What follows belongs to an exercise in optimizing a design on an open flow for small area, a short achievable clock period and few clock cycles; a production flow would make more cautious choices.
At most, simulation tests tie the RTL to the original design; equivalence was not proved.

==> run B <==
// csi_top
module csi_top (
	input  logic        clk,
	input  logic        rst_n,
	input  logic        start,
	output logic [17:0] sram_addr,
	output logic [15:0] sram_wdata,
	output logic        sram_we_n,
	input  logic [15:0] sram_rdata,
	output logic        done
);
Settings: LEC_CHECK=0, CAP_MARGIN=20, CORE_MARGIN=2, CORE_UTILIZATION=40, CTS_BUF_LIST=sky130_fd_sc_hd__clkbuf_4, PLACE_DENSITY=0.6, SLEW_MARGIN=20, SYNTH_HIERARCHICAL=1, SYNTH_MINIMUM_KEEP_SIZE=0; clock period 17.0 ns.
run.sh (not shown) runs the stock make flow with config.mk's settings and CLKGATE_MAP_FILE= SYNTH_SCRIPT=/design/flow/synth_recipe.tcl, a recipe that flattens the netlist after the stock synthesis.
==> inputs of run Z, as changes to run B <==
==> flow/flow/run.sh (new file) <==
#!/bin/bash
# Standard ORFS layout; the I/O ports get a buf_2 as their port buffer.
set -euo pipefail
bash standard.sh "BUFFER_PORTS_ARGS=-buffer_cell sky130_fd_sc_hd__buf_2" finish > flow.log 2>&1
==> flow/standard.sh (new file) <==
#!/bin/bash
# synth_recipe.tcl (not shown) runs the flow's synth.tcl, then flattens the netlist and writes it again
# the make line also repeats each setting of config.mk as NAME=value (left out here)
make -C /OpenROAD-flow-scripts/flow DESIGN_CONFIG=/design/flow/config.mk WORK_HOME=/design/flow/orfs CLKGATE_MAP_FILE= SYNTH_SCRIPT=/design/flow/synth_recipe.tcl "${@:-finish}"
- CTS_BUF_LIST: sky130_fd_sc_hd__clkbuf_4 -> default
removed: flow/run.sh
==> results.txt <==
|  | run B | run Z |
|---|---|---|
| Area of placed instances | 22080 sq um | 21780 sq um |
| Routing usage on met2 | 28.46% | 29.12% |
| Combined global-route utilization of all metal layers | 17.82% | 17.65% |
| PnR worst setup slack | 11.72 ns | 12.39 ns |
| Pin count of the biggest net entering global routing | 65 | 89 |
| Inst Count DP | 2361 | 2358 |
| Detailed placement HPWL | 34.99 mm | 35.40 mm |
| Overall routed net length | 46.28 mm | 46.00 mm |
| Worst Clk Skew | 0.07420 ns | 0.03033 ns |
| Fraction of area in multi-input gates | 50.01% | 50.50% |
| Outcome | no timing/DRC/antenna violations | no timing/DRC/antenna violations |
| Fraction of final layout cells with drive strength greater than 1 | 12.46% | 11.28% |
| Buffers excl. clock | 68 | 65 |
| Highest clock rate | 189.3 MHz | 216.9 MHz |
| Area occupied by multi-input gates | 11620 sq um | 11620 sq um |
| Finished Layout Cells | 2527 | 2426 |
| Total inserted antenna cells | 1 | 0 |
| Post-detailed-route wirelength per cell | 18.32 microns | 18.96 microns |
| Fraction of area in clock buffers and inverters | 4.955% | 5.271% |
No functional check of the RTL was part of any run of this note.

==> inputs of run a <==
Another version of the RTL of csi_top (not shown whole).
clock: 17.0 ns
lec_check: 0
cap_margin: 0
core_margin: 2
core_utilization: 65
cts_cluster_diameter: 100
cts_cluster_size: 30
place_density: 0.75
slew_margin: 0
synth_hierarchical: 1
synth_minimum_keep_size: 0
standard.sh (not shown) runs the stock make flow with config.mk's settings and CLKGATE_MAP_FILE= SYNTH_SCRIPT=/design/flow/synth_recipe.tcl, a recipe that flattens the netlist after the stock synthesis.
==> flow/flow/run.sh <==
#!/bin/bash
# Standard ORFS layout with buf_2 port buffers, clock tree options below, and
# timing repair aimed at a 4.3 ns path delay. The constraints stay the design's.
set -euo pipefail
bash standard.sh "BUFFER_PORTS_ARGS=-buffer_cell sky130_fd_sc_hd__buf_2" SETUP_SLACK_MARGIN=12.7 \
  "CTS_ARGS=-sink_clustering_enable -repair_clock_nets -sink_clustering_size 30 -sink_clustering_max_diameter 100 -dont_use_dummy_load -sink_clustering_levels 1" \
  finish > flow.log 2>&1
==> run b: changes against run a <==
Settings changed: CAP_MARGIN 0 to 20, SLEW_MARGIN 0 to 20.
==> run c: changes against run a <==
Settings changed: CAP_MARGIN 0 to 20, CORE_UTILIZATION 65 to 75, PLACE_DENSITY 0.75 to 0.85, SLEW_MARGIN 0 to 20.
==> summary.txt <==
Worst clock skew: 0.07498 ns
Antenna violations before repair: 1
CP peak stage delay: 0.39 ns
Period Utilization, post-route: 0.2611
Transition time at the pin with the least slew margin: 1.283 ns
Run status: complete, no violations
Grt met3 use: 0.04517
Router iterations before antenna repair: 5
Non-clock buffer count: 72
Worst-case setup margin in the final layout: 12.56 ns
the above is filed under run a

==> summary.txt <==
Worst clock skew: 0.05226 ns
Run status: complete, no violations
Non-clock buffer count: 69
CP peak stage delay: 0.38 ns
Worst-case setup margin in the final layout: 12.54 ns
Period Utilization, post-route: 0.2625
Router iterations before antenna repair: 7
the above is filed under run c

==> summary.txt <==
Run status: complete, no violations
Antenna violations before repair: 0
Router iterations before antenna repair: 5
Worst-case setup margin in the final layout: 12.56 ns
Grt met3 use: 0.04538
Transition time at the pin with the least slew margin: 1.153 ns
Non-clock buffer count: 72
CP peak stage delay: 0.38 ns
the above is filed under run b

Testbench counts of run a, summed over its fixed seeds: cycles 2,304,324.
Testbench counts of run b, summed over its fixed seeds: cycles 2,304,324.
Testbench counts of run c, summed over its fixed seeds: cycles 2,304,324.

re-timing with driven ports:
The results above use ideal ports. As a check the final layouts listed here were re-extracted and re-timed, cells and wires unchanged.
Step 1: set_driving_cell puts a clkbuf_16 on clk and a buf_2 on each other input, an assumption about the parent block.
Step 2 also shifts input and output timing later by t, the mid clock arrival at the registers, as if the neighbouring blocks saw the same clock.
Slacks: ideal ports / drivers / drivers and shift; pairs: ideal ports / drivers.
| run | shift t [ns] | setup slack, ns | hold WS [ns] | cell pins on the clock port's net |
|---|---|---|---|---|
| run B of note 1 | 0.855 | 11.717 / 11.663 / 12.518 | 0.385 / 0.385 / 0.385 | 1 |
| run Z of note 1 | 0.613 | 12.389 / 12.333 / 12.569 | 0.416 / 0.416 / 0.416 | 1 |
| run a of note 2 | 0.552 | 12.561 / 12.503 / 12.694 | 0.382 / 0.382 / 0.382 | 1 |
| run b of note 2 | 0.542 | 12.563 / 12.509 / 12.752 | 0.381 / 0.381 / 0.381 | 1 |
| run c of note 2 | 0.540 | 12.537 / 12.487 / 12.712 | 0.430 / 0.430 / 0.430 | 1 |
After both steps every run listed still meets setup and hold.
